Background: an optimization exercise with open tools, aiming at small area, a short achievable clock period and few clock cycles per item. Do not read the settings as production practice.
No run shown here included a check of the RTL's function; only the layout flow was run.

## flow/design.v (module list and top-level ports; edited modules follow where they fit)
// module dotproduct: 1565 lines
module dotproduct (
    input  logic         clk_i,
    input  logic         rst_ni,
    input  logic         start_i,
    input  logic [7:0]   nnz_i,
    input  logic [31:0]  a0_i, a1_i, a2_i, a3_i, a4_i,
                         a5_i, a6_i, a7_i, a8_i, a9_i,
    input  logic [31:0]  b0_i, b1_i, b2_i, b3_i, b4_i,
                         b5_i, b6_i, b7_i, b8_i, b9_i,
    input  logic [31:0]  c_i,
    output logic [63:0]  result_o,
    output logic         busy_o,
    output logic         result_valid_o,
    output logic [31:0]  cycle_count_o
);
  // ...
==> flow/flow/run.sh <==
#!/bin/bash
set -o pipefail
export BUFFER_PORTS_ARGS="-buffer_cell sky130_fd_sc_hd__buf_1"
bash standard.sh SETUP_SLACK_MARGIN=8.5 finish > standard.log 2>&1
==> flow/standard.sh <==
#!/bin/bash
# synth_recipe.tcl (not shown) runs the flow's synth.tcl, then flattens the netlist and writes it again
# the make line also repeats each setting of config.mk as NAME=value (left out here)
make -C /OpenROAD-flow-scripts/flow DESIGN_CONFIG=/design/flow/config.mk WORK_HOME=/design/flow/orfs CLKGATE_MAP_FILE= SYNTH_SCRIPT=/design/flow/synth_recipe.tcl "${@:-finish}"
==> flow/config.mk <==
export PLATFORM = sky130hd
export DESIGN_NAME = dotproduct
export DESIGN_NICKNAME = dotproduct
export VERILOG_FILES = /design/flow/design.v
export SDC_FILE = /design/flow/constraint.sdc
export NUM_CORES = 4
export LEC_CHECK = 0
export ABC_AREA = 1
export CAP_MARGIN = 20
export CORE_MARGIN = 2
export CORE_UTILIZATION = 40
export SLEW_MARGIN = 20
==> flow/constraint.sdc <==
create_clock -name core_clock -period 15.0 [get_ports {clk_i}]
set_input_delay 3.0000 -clock core_clock [delete_from_list [all_inputs] [get_ports {clk_i}]]
set_output_delay 3.0000 -clock core_clock [all_outputs]
set_load 0.01 [all_outputs]
==> results.json, run 1 <==
{
  "routed_wirelength_mm": 135,
  "placed_area_mm2": 0.0296,
  "synth_cell_types": 56,
  "hpwl_mm": 109,
  "hold_violations": 0,
  "ant_nets": 0,
  "ctsResizeCount": 0,
  "worst-path-buf-inv": 4,
  "largest_registers": "acc (64), M (32), P (17)",
  "gp_congestion": 1.01,
  "synth.most_common_cell": "nand2_1",
  "multi_input_area_mm2": 0.0200,
  "ys.warnings.count": 1,
  "synth_seq_area_share_pct": 13.7,
  "status": "finished clean",
  "clk_share_pct": 2.08,
  "hp-class": "reg -> reg",
  "grt_pass1_vias": 27400,
  "taps": 864,
  "met2_usage_pct": 60.4,
  "rsz0062_at_grt": "false",
  "hold_buffers": 0,
  "grt-busiest-layer": "met2",
  "min_period_over_period_pct": 41.3,
  "die_h_um": 262,
  "synth_top_area_share_pct": 18.5,
  "finClkSkew_ns": 0.0191,
  "synth_top_family_by_area": "adder cells"
}
==> inputs of run 2 (changes only) <==
--- a/flow/design.v
+++ b/flow/design.v
@@ -1526,17 +1526,17 @@
     assign fs709 = acc[61] ^ ms521 ^ mc584;
     assign fc710 = (acc[61] & ms521) | (acc[61] & mc584) | (ms521 & mc584);
     assign fs711 = acc[62] ^ ms522 ^ mc585;
     assign fc712 = (acc[62] & ms522) | (acc[62] & mc585) | (ms522 & mc585);
     assign fs713 = acc[63] ^ ms523 ^ mc586;
     assign fc714 = (acc[63] & ms523) | (acc[63] & mc586) | (ms523 & mc586);
     assign fsum = {fs713, fs711, fs709, fs707, fs705, fs703, fs701, fs699, fs697, fs695, fs693, fs691, fs689, fs687, fs685, fs683, fs681, fs679, fs677, fs675, fs673, fs671, fs669, fs667, fs665, fs663, fs661, fs659, fs657, fs655, fs653, fs651, fs649, fs647, fs645, fs643, fs641, fs639, fs637, fs635, fs633, fs631, fs629, fs627, fs625, fs623, fs621, fs619, fs617, fs615, fs613, fs611, fs609, fs607, fs605, fs603, fs601, fs599, fs597, fs595, fs593, fs591, fs589, fs587};
     assign fcar = {fc712, fc710, fc708, fc706, fc704, fc702, fc700, fc698, fc696, fc694, fc692, fc690, fc688, fc686, fc684, fc682, fc680, fc678, fc676, fc674, fc672, fc670, fc668, fc666, fc664, fc662, fc660, fc658, fc656, fc654, fc652, fc650, fc648, fc646, fc644, fc642, fc640, fc638, fc636, fc634, fc632, fc630, fc628, fc626, fc624, fc622, fc620, fc618, fc616, fc614, fc612, fc610, fc608, fc606, fc604, fc602, fc600, fc598, fc596, fc594, fc592, fc590, fc588, mc524};
-    localparam int BW = 16;
+    localparam int BW = 8;
     localparam int NB = 64 / BW;
     logic [NB-2:0] bc;
     logic [63:0]   bcw;
     logic [63:0]   acc_next;
     logic [NB-2:0] bc_next;
     always_comb begin
         bcw = 64'd0;
         for (int k = 1; k < NB; k++) bcw[k*BW] = bc[k-1];
==> run 2 against run 1 <==
- via count decreased by 0.90%
- synthesized area grew 0.60%
- die area grew 0.60%
- count of clock-buffer cells in the layout is the same
- core utilization about the same
- non-clock buffer count is 15 lower
- design area up 0.22%
- first-iteration DRC count shrank 11%
- sequential share of layout area up 0.24 points
- critical endpoint is now result_o[48]
==> results.json, run 2 <==
{
  "status": "finished clean",
  "worst-endpoint-arrival_ns": 3.27,
  "required_ns": 12.00,
  "clockBufferDepth": 2,
  "wl_per_cell_um": 25.2,
  "dr.pass1.iters": 6,
  "syn_area_mm2": 0.0267,
  "regArea_mm2": 0.00373,
  "setup_viol": 0,
  "crit_path_end_kind": "output port",
  "layout-drive-gt1-share_pct": 4.21,
  "ys_async_sr_fraction_pct": 10.9,
  "post-cts-setup-buffers": 0,
  "min_period_over_period_pct": 41.8,
  "fin_crit_ns": 6.27,
  "ctsResizeCount": 0,
  "drv_slew": 0,
  "hpwl_mm": 108,
  "vias_per_cell": 5.54,
  "ios": 781,
  "drtIter0Drc": 2954,
  "drc": 0,
  "cts_buffers": 17,
  "grt_max_degree": 85,
  "crit_top_cell": "nand2_2",
  "synthTopCellsByArea": "fa_1 (19%), nand2_1 (14%), xor2_1 (10%), dfxtp_1 (8.6%), inv_1 (7.0%)",
  "synth.most_common_cell": "nand2_1",
  "synth_area_leader_cell": "fa_1",
  "tns_ns": 0,
  "top_register": "acc",
  "crit_path_start": "bc[0]",
  "area_growth_pct": 14.4,
  "clock-root-buffer": "clkbuf_16",
  "hold_violations": 0,
  "routed_wirelength_mm": 132,
  "reg2reg_to": "acc[22]",
  "ys_ff_latch": 165,
  "rsz0062_at_grt": "true",
  "post-place-ws_ns": 8.83,
  "start_util_pct": 40.5,
  "worstSetupStartpointType": "register",
  "cp_max_fo": 4,
  "grt_first_pass_wirelength_mm": 188,
  "grt.overflow.total": 0,
  "core_area_mm2": 0.0659,
  "max_cap_violations": 0,
  "hold_buffers": 0,
  "clock_latency_ns": 0.50,
  "path_clk_slew_ns": 0.08,
  "ys.flop_type": "dfxtp_1",
  "ant_nets": 0,
  "final_common_cell": "nand2_1",
  "criticalPathCategory": "reg -> out",
  "min_from": "plast",
  "cp-endpoint": "result_o[48]",
  "htree_levels": 4,
  "placementRows": 94,
  "worstMarginPinSlew_ns": 1.03,
  "syn_avg_cell_area_um2": 7.08,
  "slew_headroom_pct": 31.2,
  "io_buffers": 752,
  "final_util_pct": 46.4,
  "hp-class": "reg -> reg",
  "gp_congestion": 1.02,
  "multi_input_area_mm2": 0.0199,
  "synthCells": 3771,
  "layout_common_cells": "nand2_1 (964), buf_1 (752), inv_1 (494)",
  "grt_pass1_vias": 27600,
  "largest_registers": "acc (64), M (32), P (17)",
  "synth_edf_count": 32,
  "synth_top_area_share_pct": 18.8,
  "synth_cell_types": 57,
  "finClkSkew_ns": 0.0125,
  "cts.sinks": 165,
  "largest_reg_flops": 64,
  "fillers": 7040,
  "cts_tree": "done",
  "hold_depth": 2,
  "cp_slowest_cell": "dfxtp_1",
  "synth_common_cells": "nand2_1 (964), inv_1 (500), xor2_1 (316)",
  "path_cells": "ha_1, ha_1, nand2_1, nor2_2, nand2_2, o21ai_4, nand2_2, o21ai_4, nand2_2, nand2_2, inv_2, o21ai_2, nand4_1, xor2_1, buf_1",
  "die_h_um": 262,
  "finalNetCount": 5407,
  "synth_seq_area_share_pct": 13.9,
  "vias": 29100,
  "die_w_um": 262,
  "cpPeakStageDelay_ns": 0.42,
  "layout_setup_ws_ns": 8.73,
  "ys.warnings.count": 1,
  "fmax_mhz": 159,
  "track_usage_pct": 37.0,
  "die-area_mm2": 0.0688,
  "timing.rr.start": "bone[3]",
  "r2r_cells": 22,
  "rrSetupSlack_ns": 8.79,
  "antenna_found_initial": 8
}
[run 2: changes by cell type after synthesis, moves of 7 or more]
cell     delta
nand3_1    -24
xnor2_1    -18
o31ai_1     +7
inv_1      +45
nor3_1      +8
xor2_1     +12
a21oi_1    -30
nand2_1    +16
nor2_1     +22
o21ai_0    -15
buf_2      -12
nor2_2      -7
[run 2: how the worst min path moves through the flow]
stage / end / slack [ns]
after global routing: flast / 0.47
after floorplan: flast / 0.40
final: flast / 0.44
after detailed placement: flast / 0.42
after global placement: flast / 0.41
after CTS: flast / 0.45
[run 2: routing by layer]
metal / routed length, µm / global-route usage [%] / vias to the layer above
li1: - / - / 13300
met1: 53900 / 49.2 / 13900
met2: 60700 / 59.9 / 1591
met3: 12000 / 6.62 / 237
met4: 5670 / 13.9 / 6
met5: 40 / 0 / -
[run 2: cell type report]
class,instances,share of cell area (%)
well taps,864,3.54
repair inverters,3,0.0656
repair buffers,798,10.5
inverters,512,6.38
clock inverters,15,0.692
flip-flops and latches,165,12.2
diodes,7,0.0574
clock buffers,17,1.39
multi-input cells,2862,65.2
[run 2: logic make-up (layout without fill, tap and decap cells)]
group / Yosys count / count (layout) / share of synthesized area, %
and+or+nand+nor: 1464 / 1464 / 22.6
buffers and inverters: 771 / 1345 / 12.0
AOI/OAI and AO/OA: 671 / 671 / 16.3
adders and majority gates: 365 / 365 / 24.2
xor gates and xnor gates: 331 / 331 / 10.9
DFF: 165 / 165 / 13.9
muxes: 3 / 3 / 0.113
other: 1 / 35 / 0.0141
[run 2: stage by stage]
stage	cell area (µm²)	cells	hold slack [ns]
floorplan	26800	3798	0.403
global placement	29800	5199	0.413
detailed placement	29800	5200	0.421
CTS	30500	5232	0.446
global route	30500	5240	0.470
finish	30500	5243	0.441
[run 2: worst max-delay path: cells and delay by family (launching register included)]
kind,cells,cell delay [ns]
adders and majority gates,2,0.40
DFF,1,0.42
AOI/OAI and AO/OA,3,0.61
buffers and inverters,2,0.24
xor gates and xnor gates,1,0.30
and+or+nand+nor,7,0.81
==> inputs of run 3 (changes only) <==
==> flow/flow/run.sh (replaced) <==
#!/bin/bash
set -o pipefail
export BUFFER_PORTS_ARGS="-buffer_cell sky130_fd_sc_hd__buf_1"
bash standard.sh SETUP_SLACK_MARGIN=9.0 finish > standard.log 2>&1
==> run 3 against run 2 <==
- still clean on timing, DRC and antenna
- fmax increased by 6.0%
- design area increased by 5.9%
- cell count increased by 3.1%
- via count increased by 3.1%
==> results.json, run 3 <==
{
  "antenna_found_initial": 8,
  "ant_nets": 0,
  "synthTopCellsByArea": "fa_1 (19%), nand2_1 (14%), xor2_1 (10%), dfxtp_1 (8.6%), inv_1 (7.0%)",
  "grt_pass1_vias": 27800,
  "ys_ff_latch": 165,
  "rsz0062_at_grt": "true",
  "top_register": "acc",
  "cts_buffers": 17,
  "worstMarginPinSlew_ns": 1.05,
  "layout-drive-gt1-share_pct": 9.22,
  "grt.overflow.total": 0,
  "criticalPathCategory": "reg -> out",
  "synth_cell_types": 57,
  "placedCellCount": 5200,
  "worstSetupStartpointType": "register",
  "hold_buffers": 0,
  "start_util_pct": 40.5,
  "hp-class": "reg -> reg",
  "cp_max_fo": 4,
  "ys.flop_type": "dfxtp_1",
  "ys.warnings.count": 1,
  "core_area_mm2": 0.0659,
  "finalInstanceArea_mm2": 0.0323,
  "synthCells": 3771,
  "layout_common_cells": "nand2_1 (963), buf_1 (747), inv_1 (461)",
  "reg2reg_to": "acc[39]",
  "grt_first_pass_wirelength_mm": 190,
  "clockBufferDepth": 2,
  "hold_slack_ns": 0.444,
  "placed_area_mm2": 0.0298,
  "synth_common_cells": "nand2_1 (964), inv_1 (500), xor2_1 (316)",
  "setup_viol": 0,
  "synth_area_leader_cell": "fa_1",
  "final_common_cell": "nand2_1",
  "layout_setup_ws_ns": 9.08,
  "slew_headroom_pct": 29.5,
  "track_usage_pct": 37.4,
  "clock_latency_ns": 0.50,
  "vias_per_cell": 5.54,
  "post-place-ws_ns": 8.83,
  "path_clk_slew_ns": 0.08,
  "wl_per_cell_um": 25.1,
  "synth_top_area_share_pct": 18.8,
  "crit_path_end_kind": "output port",
  "ios": 781,
  "fmax_mhz": 169,
  "hold_violations": 0,
  "largest_reg_flops": 64,
  "area_growth_pct": 21.1,
  "min_period_over_period_pct": 39.5,
  "cts_tree": "done",
  "synth_seq_area_share_pct": 13.9,
  "r2r_cells": 24,
  "min_from": "plast",
  "die_w_um": 262,
  "grt_max_degree": 85,
  "drc": 0,
  "hold_depth": 2,
  "worst-endpoint-arrival_ns": 2.92,
  "routed_wirelength_mm": 135,
  "gp_congestion": 1.02,
  "required_ns": 12.00,
  "vias": 30000,
  "hold_end": "flast",
  "synth_edf_count": 32,
  "syn_avg_cell_area_um2": 7.08,
  "timing.rr.start": "M[26]",
  "drv_slew": 0,
  "finClkSkew_ns": 0.0128,
  "synth.most_common_cell": "nand2_1",
  "io_buffers": 752,
  "htree_levels": 4,
  "ys_async_sr_fraction_pct": 10.9,
  "fin_cells": 5404,
  "rrSetupSlack_ns": 9.22,
  "clock-root-buffer": "clkbuf_16",
  "dr.pass1.iters": 9,
  "die_h_um": 262,
  "die-area_mm2": 0.0688,
  "status": "finished clean",
  "max_cap_violations": 0,
  "finalNetCount": 5568,
  "tns_ns": 0,
  "largest_registers": "acc (64), M (32), P (17)",
  "final_util_pct": 49.1,
  "hpwl_mm": 108,
  "placementRows": 94,
  "cts.sinks": 165,
  "fin_crit_ns": 5.92,
  "drtIter0Drc": 3466,
  "syn_area_mm2": 0.0267
}
==> run 3: cell counts after synthesis <==
No cell type changed its count.
==> run 3: logic make-up (layout without fill, tap and decap cells) <==
| group | count (synthesis) | count (layout) | share of synthesized area [%] |
|---|---|---|---|
| AOI/OAI and AO/OA | 671 | 671 | 16.3 |
| buffers and inverters | 771 | 1506 | 12.0 |
| xor gates and xnor gates | 331 | 331 | 10.9 |
| muxes | 3 | 3 | 0.113 |
| DFF | 165 | 165 | 13.9 |
| other | 1 | 35 | 0.0141 |
| and+or+nand+nor | 1464 | 1464 | 22.6 |
| adders and majority gates | 365 | 365 | 24.2 |
==> run 3: area by class of cell <==
class / count / area, µm²
repair inverters: 9 / 62.6
repair buffers: 953 / 4630
inverters: 512 / 2070
clock buffers: 17 / 425
flip-flops and latches: 165 / 3750
diodes: 7 / 17.5
fillers: 6862 / 33500
multi-input cells: 2862 / 20100
well taps: 864 / 1080
clock inverters: 15 / 211
==> run 3: timing repair <==
item,CTS,global route
buffers inserted,5,151
resized for setup,27,109
endpoints found under the setup margin,20,30
pin swaps,5,15
cloned,6,3
==> run 3: how the worst max path moves through the flow <==
stage                        end  slack, ns  cells after the start    start
floorplan                acc[39]       9.40                     26  bneg[1]
global placement         acc[39]       8.90                     27  bone[2]
detailed placement       acc[23]       8.83                     25  bone[2]
CTS                 result_o[48]       8.99                     15    bc[0]
global route             acc[63]       8.89                     28    M[30]
finish              result_o[48]       9.08                     15    bc[0]
==> run 3: worst max-delay path: stages (launching register included) <==
cell	delay (ns)
dfxtp_4	0.37
ha_2	0.21
ha_2	0.19
nand2_1	0.06
nor2_2	0.12
nand2_2	0.09
o21ai_4	0.19
nand2_4	0.09
o21ai_4	0.16
nand2_2	0.08
nand2_4	0.07
inv_2	0.05
o21ai_4	0.15
nand4_1	0.16
xor2_2	0.24
buf_2	0.17
==> run 3: layer usage <==
| layer | wire length (µm) | global-route usage (%) |
|---|---|---|
| met5 | 39 | 0 |
| met4 | 6700 | 14.2 |
| met3 | 13400 | 7.38 |
| met2 | 61300 | 60.3 |
| met1 | 54000 | 49.2 |
==> inputs of run 4 (changes only) <==
==> flow/flow/run.sh (replaced) <==
#!/bin/bash
set -o pipefail
export BUFFER_PORTS_ARGS="-buffer_cell sky130_fd_sc_hd__buf_1"
bash standard.sh SETUP_SLACK_MARGIN=9.25 finish > standard.log 2>&1
==> run 4 against run 3 <==
- flip-flop and latch count unchanged
- non-clock buffer count increased by 35
- via count grew 0.91%
- clock skew increased by 0.0020 ns
- die area unchanged
- critical endpoint unchanged
==> results.json, run 4 <==
{
  "status": "finished clean",
  "cts_tree": "done",
  "synth_area_leader_cell": "fa_1",
  "layout-drive-gt1-share_pct": 12.4,
  "finalInstanceArea_mm2": 0.0334,
  "layout_setup_ws_ns": 9.11,
  "layout_common_cells": "nand2_1 (953), buf_1 (742), inv_1 (458)",
  "drc": 0,
  "criticalPathCategory": "reg -> out",
  "syn_avg_cell_area_um2": 7.08,
  "ys_ff_latch": 165,
  "die_h_um": 262,
  "finalNetCount": 5604,
  "timing.rr.start": "bone[3]",
  "die-area_mm2": 0.0688,
  "htree_levels": 4,
  "grt_max_degree": 85,
  "start_util_pct": 40.5,
  "track_usage_pct": 37.8,
  "dr.pass1.iters": 8,
  "finClkSkew_ns": 0.0148,
  "ys_async_sr_fraction_pct": 10.9,
  "post-place-ws_ns": 8.83,
  "drtIter0Drc": 3420,
  "hold_violations": 0,
  "grt_first_pass_wirelength_mm": 192,
  "vias": 30200,
  "ios": 781,
  "syn_area_mm2": 0.0267,
  "placementRows": 94,
  "largest_registers": "acc (64), M (32), P (17)",
  "cts_buffers": 17,
  "ys.warnings.count": 1,
  "gp_congestion": 1.02,
  "fin_crit_ns": 5.89,
  "rsz0062_at_grt": "true",
  "synthAdderAreaFrac_pct": 24.2,
  "placed_area_mm2": 0.0298,
  "vias_per_cell": 5.56,
  "worstMarginPinSlew_ns": 1.07,
  "routed_wirelength_mm": 137,
  "top_register": "acc",
  "synth_cell_types": 57,
  "synth_edf_count": 32,
  "crit_path_start": "bc[0]",
  "synthCells": 3771,
  "synthTopCellsByArea": "fa_1 (19%), nand2_1 (14%), xor2_1 (10%), dfxtp_1 (8.6%), inv_1 (7.0%)",
  "clock-root-buffer": "clkbuf_16",
  "tns_ns": 0,
  "grt.overflow.total": 0,
  "largest_reg_flops": 64,
  "crit_path_end_kind": "output port",
  "synth_common_cells": "nand2_1 (964), inv_1 (500), xor2_1 (316)",
  "slew_headroom_pct": 28.2,
  "ys.flop_type": "dfxtp_1",
  "cp_max_fo": 4,
  "synth-compound-area-share_pct": 16.3,
  "clockBufferDepth": 2,
  "min_period_over_period_pct": 39.3,
  "fillers": 6707,
  "synth-simple-area-share_pct": 22.6,
  "area_growth_pct": 25.0,
  "core_area_mm2": 0.0659,
  "fmax_mhz": 170,
  "hold_buffers": 0,
  "hp-class": "reg -> reg",
  "worst-endpoint-arrival_ns": 2.89,
  "worstSetupStartpointType": "register",
  "synth_seq_area_share_pct": 13.9,
  "grt_pass1_vias": 28200,
  "cts.sinks": 165,
  "synth_xor_area_share_pct": 10.9,
  "regArea_mm2": 0.00378,
  "max_cap_violations": 0,
  "wl_per_cell_um": 25.3,
  "hpwl_mm": 108,
  "drv_slew": 0,
  "die_w_um": 262,
  "multi_input_area_mm2": 0.0207,
  "synthMuxAreaShare_pct": 0.113,
  "ant_nets": 0,
  "synth.most_common_cell": "nand2_1",
  "path_clk_slew_ns": 0.08,
  "antenna_found_initial": 8,
  "io_buffers": 752,
  "final_common_cell": "nand2_1",
  "synth_top_family_by_area": "adder cells",
  "clock_latency_ns": 0.50,
  "required_ns": 12.00,
  "min_from": "plast",
  "synth_top_area_share_pct": 18.8,
  "setup_viol": 0
}
==> run 4: per-stage QoR <==
step           instances  util [%]  hold WS [ns]
2_1_floorplan       3798         -         0.403
3_3_place_gp        5199      45.3         0.413
3_5_place_dp        5200      45.3         0.421
4_1_cts             5311      47.8         0.446
5_1_grt             5437      50.6         0.470
6_report            5441      50.7         0.443
==> run 4: repair_timing <==
| action | CTS | global route |
|---|---|---|
| cloned | 6 | 4 |
| pin swaps | 10 | 62 |
| setup endpoints to repair | 45 | 49 |
| buffers inserted | 73 | 118 |
| resized for setup | 91 | 225 |
==> run 4: logic make-up (layout without fill, tap and decap cells) <==
group	Yosys count	in the layout
and+or+nand+nor	1464	1464
buffers and inverters	771	1542
AOI/OAI and AO/OA	671	671
DFF	165	165
adders and majority gates	365	365
other	1	36
muxes	3	3
xor gates and xnor gates	331	331
==> run 4: path summary, 6_finish.rpt <==
path                       slack [ns]            to  cells after the start
max in group asynchronous       12.02        sel[0]                      2
min reg2reg                      0.44         flast                      2
max reg2reg                      9.30       acc[23]                     24
min in group asynchronous        2.42       valid_q                      1
min                              0.44         flast                      2
max                              9.11  result_o[48]                     15
==> run 4: layout make-up <==
cell class	instances	share of cell area [%]
multi-input cells	2862	61.9
repair buffers	988	15.1
clock buffers	17	1.28
well taps	864	3.24
clock inverters	15	0.634
diodes	8	0.0600
flip-flops and latches	165	11.3
repair inverters	10	0.218
inverters	512	6.24
==> run 4: layer usage <==
layer  track usage [%]  up-vias  wire length, µm
li1                  -    13700                -
met1              49.4    14300            54600
met4              14.9        6             7290
met5                 0        -               38
met2              60.9     1801            62000
met3              7.96      365            13500
==> run 4: critical path, stage by stage (launching register included) <==
cell     delay [ns]
dfxtp_4        0.38
ha_4           0.15
ha_4           0.14
nand2_4        0.05
nor2_4         0.10
nand2_2        0.09
o21ai_4        0.19
nand2_4        0.10
o21ai_4        0.15
nand2_2        0.08
nand2_4        0.07
inv_2          0.05
o21ai_4        0.22
nand4_1        0.17
xor2_2         0.25
buf_2          0.18
==> inputs of run 5 (changes only) <==
--- a/flow/config.mk
+++ b/flow/config.mk
@@ -8,5 +8,6 @@
 export ABC_AREA = 1
-export CAP_MARGIN = 20
+export CAP_MARGIN = 50
 export CORE_MARGIN = 2
 export CORE_UTILIZATION = 40
-export SLEW_MARGIN = 20
+export CTS_BUF_LIST = sky130_fd_sc_hd__clkbuf_4 sky130_fd_sc_hd__clkbuf_8
+export SLEW_MARGIN = 60
==> run 5 against run 4 <==
- still clean
- die area is the same
- worst setup slack gained 0.0020 ns
- first-iteration DRC count shrank 5.9%
- design area shrank 4.0%
- core utilization shrank 2.0 points
- critical path type unchanged
==> results.json, run 5 <==
{
  "clock_latency_ns": 0.59,
  "largest_registers": "acc (64), M (32), P (17)",
  "vias_per_cell": 5.52,
  "ant_nets": 0,
  "largest_reg_flops": 64,
  "cp_slowest_cell": "dfxtp_4",
  "grt.overflow.total": 0,
  "synth_common_cells": "nand2_1 (964), inv_1 (500), xor2_1 (316)",
  "grt_max_degree": 85,
  "routed_wirelength_mm": 134,
  "vias": 29300,
  "drc": 0,
  "synth-compound-area-share_pct": 16.3,
  "hpwl_mm": 108,
  "antenna_found_initial": 13,
  "worstSetupStartpointType": "register",
  "synth_xor_area_share_pct": 10.9,
  "criticalPathCategory": "reg -> out",
  "ys_ff_latch": 165,
  "finalNetCount": 5476,
  "final_common_cell": "nand2_1",
  "area_growth_pct": 20.1,
  "hp-class": "reg -> reg",
  "cpPeakStageDelay_ns": 0.40,
  "wl_per_cell_um": 25.1,
  "cp_max_fo": 4,
  "path_clk_slew_ns": 0.11,
  "synthMuxAreaShare_pct": 0.113,
  "syn_avg_cell_area_um2": 7.08,
  "gp_congestion": 1.02,
  "cts.sinks": 165,
  "synth_top_area_share_pct": 18.8,
  "slew_headroom_pct": 58.4,
  "fmax_mhz": 170,
  "hold_violations": 0,
  "ys.flop_type": "dfxtp_1",
  "drtIter0Drc": 3217,
  "worst-endpoint-arrival_ns": 2.89,
  "required_ns": 12.00,
  "ys_async_sr_fraction_pct": 10.9,
  "synthTopCellsByArea": "fa_1 (19%), nand2_1 (14%), xor2_1 (10%), dfxtp_1 (8.6%), inv_1 (7.0%)",
  "synth-simple-area-share_pct": 22.6,
  "grt_first_pass_wirelength_mm": 190,
  "final_util_pct": 48.7,
  "fin_crit_ns": 5.89,
  "synth_top_family_by_area": "adder cells",
  "start_util_pct": 40.5,
  "setup_viol": 0,
  "path_cells": "ha_4, ha_4, nand2_4, nor2_4, nand2_2, o21ai_4, nand2_4, o21ai_4, nand2_2, nand2_4, inv_2, o21ai_4, nand4_1, xor2_2, buf_2",
  "cts_tree": "done",
  "layout-drive-gt1-share_pct": 9.71,
  "crit_path_end_kind": "output port",
  "ys.warnings.count": 1,
  "track_usage_pct": 37.2,
  "die_w_um": 262,
  "synthAdderAreaFrac_pct": 24.2,
  "layout_common_cells": "nand2_1 (952), buf_1 (735), inv_1 (457)",
  "status": "finished clean",
  "synth_seq_area_share_pct": 13.9,
  "synth_edf_count": 32,
  "grt_pass1_vias": 27700,
  "fillers": 6890,
  "io_buffers": 752,
  "ios": 781,
  "core_area_mm2": 0.0659,
  "synth_cell_types": 57,
  "top_register": "acc",
  "clockBufferDepth": 2,
  "cts_buffers": 17,
  "max_cap_violations": 0,
  "dr.pass1.iters": 8,
  "finClkSkew_ns": 0.0244,
  "synth_area_leader_cell": "fa_1",
  "drv_slew": 0,
  "placementRows": 94,
  "min_period_over_period_pct": 39.3,
  "syn_area_mm2": 0.0267,
  "rsz0062_at_grt": "true",
  "htree_levels": 4,
  "synth.most_common_cell": "nand2_1",
  "die-area_mm2": 0.0688,
  "clock-root-buffer": "clkbuf_8",
  "die_h_um": 262,
  "synthCells": 3771,
  "tns_ns": 0,
  "worstMarginPinSlew_ns": 0.620
}
## run 5: cell counts after synthesis
Identical to the previous run, type by type.
## run 5: worst paths after layout
check | depth (start not counted) | to | startpoint | slack, ns
setup / recovery | 15 | result_o[48] | bc[0] | 9.11
hold / removal | 2 | flast | plast | 0.45
setup reg to reg | 23 | acc[39] | bneg[6] | 9.38
hold reg to reg | 2 | flast | plast | 0.45
max in group asynchronous | 1 | sel[1] | rst_ni | 12.29
min in group asynchronous | 1 | fetching | rst_ni | 2.36
## run 5: cell families (layout without fill, tap and decap cells)
family	after synthesis	after routing
flops	165	165
mux	3	3
simple gates	1464	1464
xor+xnor	331	331
fa+ha+maj	365	365
compound gates	671	671
buf+inv	771	1414
other cells	1	39
## run 5: timing repair
| item | CTS | global route |
|---|---|---|
| setup buffers | 24 | 36 |
| hold buffers | 0 | 0 |
| gates resized for setup | 83 | 245 |
| pin swaps | 13 | 43 |
| endpoints found under the setup margin | 41 | 54 |
| gates cloned | 0 | 2 |
| hold endpoints to repair | 0 | 0 |
## run 5: routing by layer
layer  share of wire [%]  up-vias  GRT usage (%)
met4                 4.7        6           15.6
li1                    -    13500              -
met2                  46     1603           59.0
met3                 9.4      260           8.56
met5               0.028        -              0
met1                  40    14000           48.7
## run 5: final cells by class
class                      instances  area [µm²]  area share [%]
sequential                       165        3780            11.8
inverter                         512        2060            6.43
antenna                           11        27.5          0.0859
clock inverter                    15         183           0.570
clock buffer                      17         234           0.730
timing repair buffer             870        4050            12.7
tap                              864        1080            3.37
multi-input combinational       2862       20600            64.4
## run 5: worst max-delay path, delay by kind of cell, from the launching register on
kind                       cells  cell delay, ns
DFF                            1            0.40
buffers and inverters          2            0.23
xor gates and xnor gates       1            0.25
adders and majority gates      2            0.29
and+or+nand+nor                7            0.63
AOI/OAI and AO/OA              3            0.51
## run 5: metrics by stage
| step | cells | hold slack [ns] | instance area [µm²] | worst slack (ns) |
|---|---|---|---|---|
| after floorplan | 3798 | 0.403 | 26800 | 9.40 |
| after global placement | 5199 | 0.413 | 29800 | 8.90 |
| after detailed placement | 5206 | 0.420 | 30000 | 8.96 |
| after CTS | 5262 | 0.452 | 30900 | 9.01 |
| after global routing | 5312 | 0.490 | 32000 | 9.04 |
| final | 5316 | 0.450 | 32000 | 9.11 |

## what the ideal ports hide
No port has a modelled driver above. Below, the same layouts with a new extraction and two added sets of constraints.
Step 1 sets driving cells, clkbuf_16 on the clock port and buf_2 on the other inputs (assumed; they add their load-dependent delay and slew).
Step 2 also shifts input and output timing later by t, the mid clock arrival at the registers, as if the neighbouring blocks saw the same clock.
Slacks: ideal / step 1 / step 2; pairs: ideal / step 1.
run | t (ns) | setup slack, ns | cell pins on the clock port's net
run 1 | 0.559 | 8.799 / 8.799 / 8.716 | 1
run 2 | 0.559 | 8.725 / 8.660 / 8.790 | 1
run 3 | 0.557 | 9.079 / 9.016 / 9.121 | 1
run 4 | 0.564 | 9.108 / 9.041 / 9.111 | 1
run 5 | 0.642 | 9.110 / 9.040 / 9.286 | 1
After both steps every run listed still meets setup and hold. The setup slack of run 1, which loses most, moves by 0.000 ns with the drivers and by -0.083 ns with both steps.
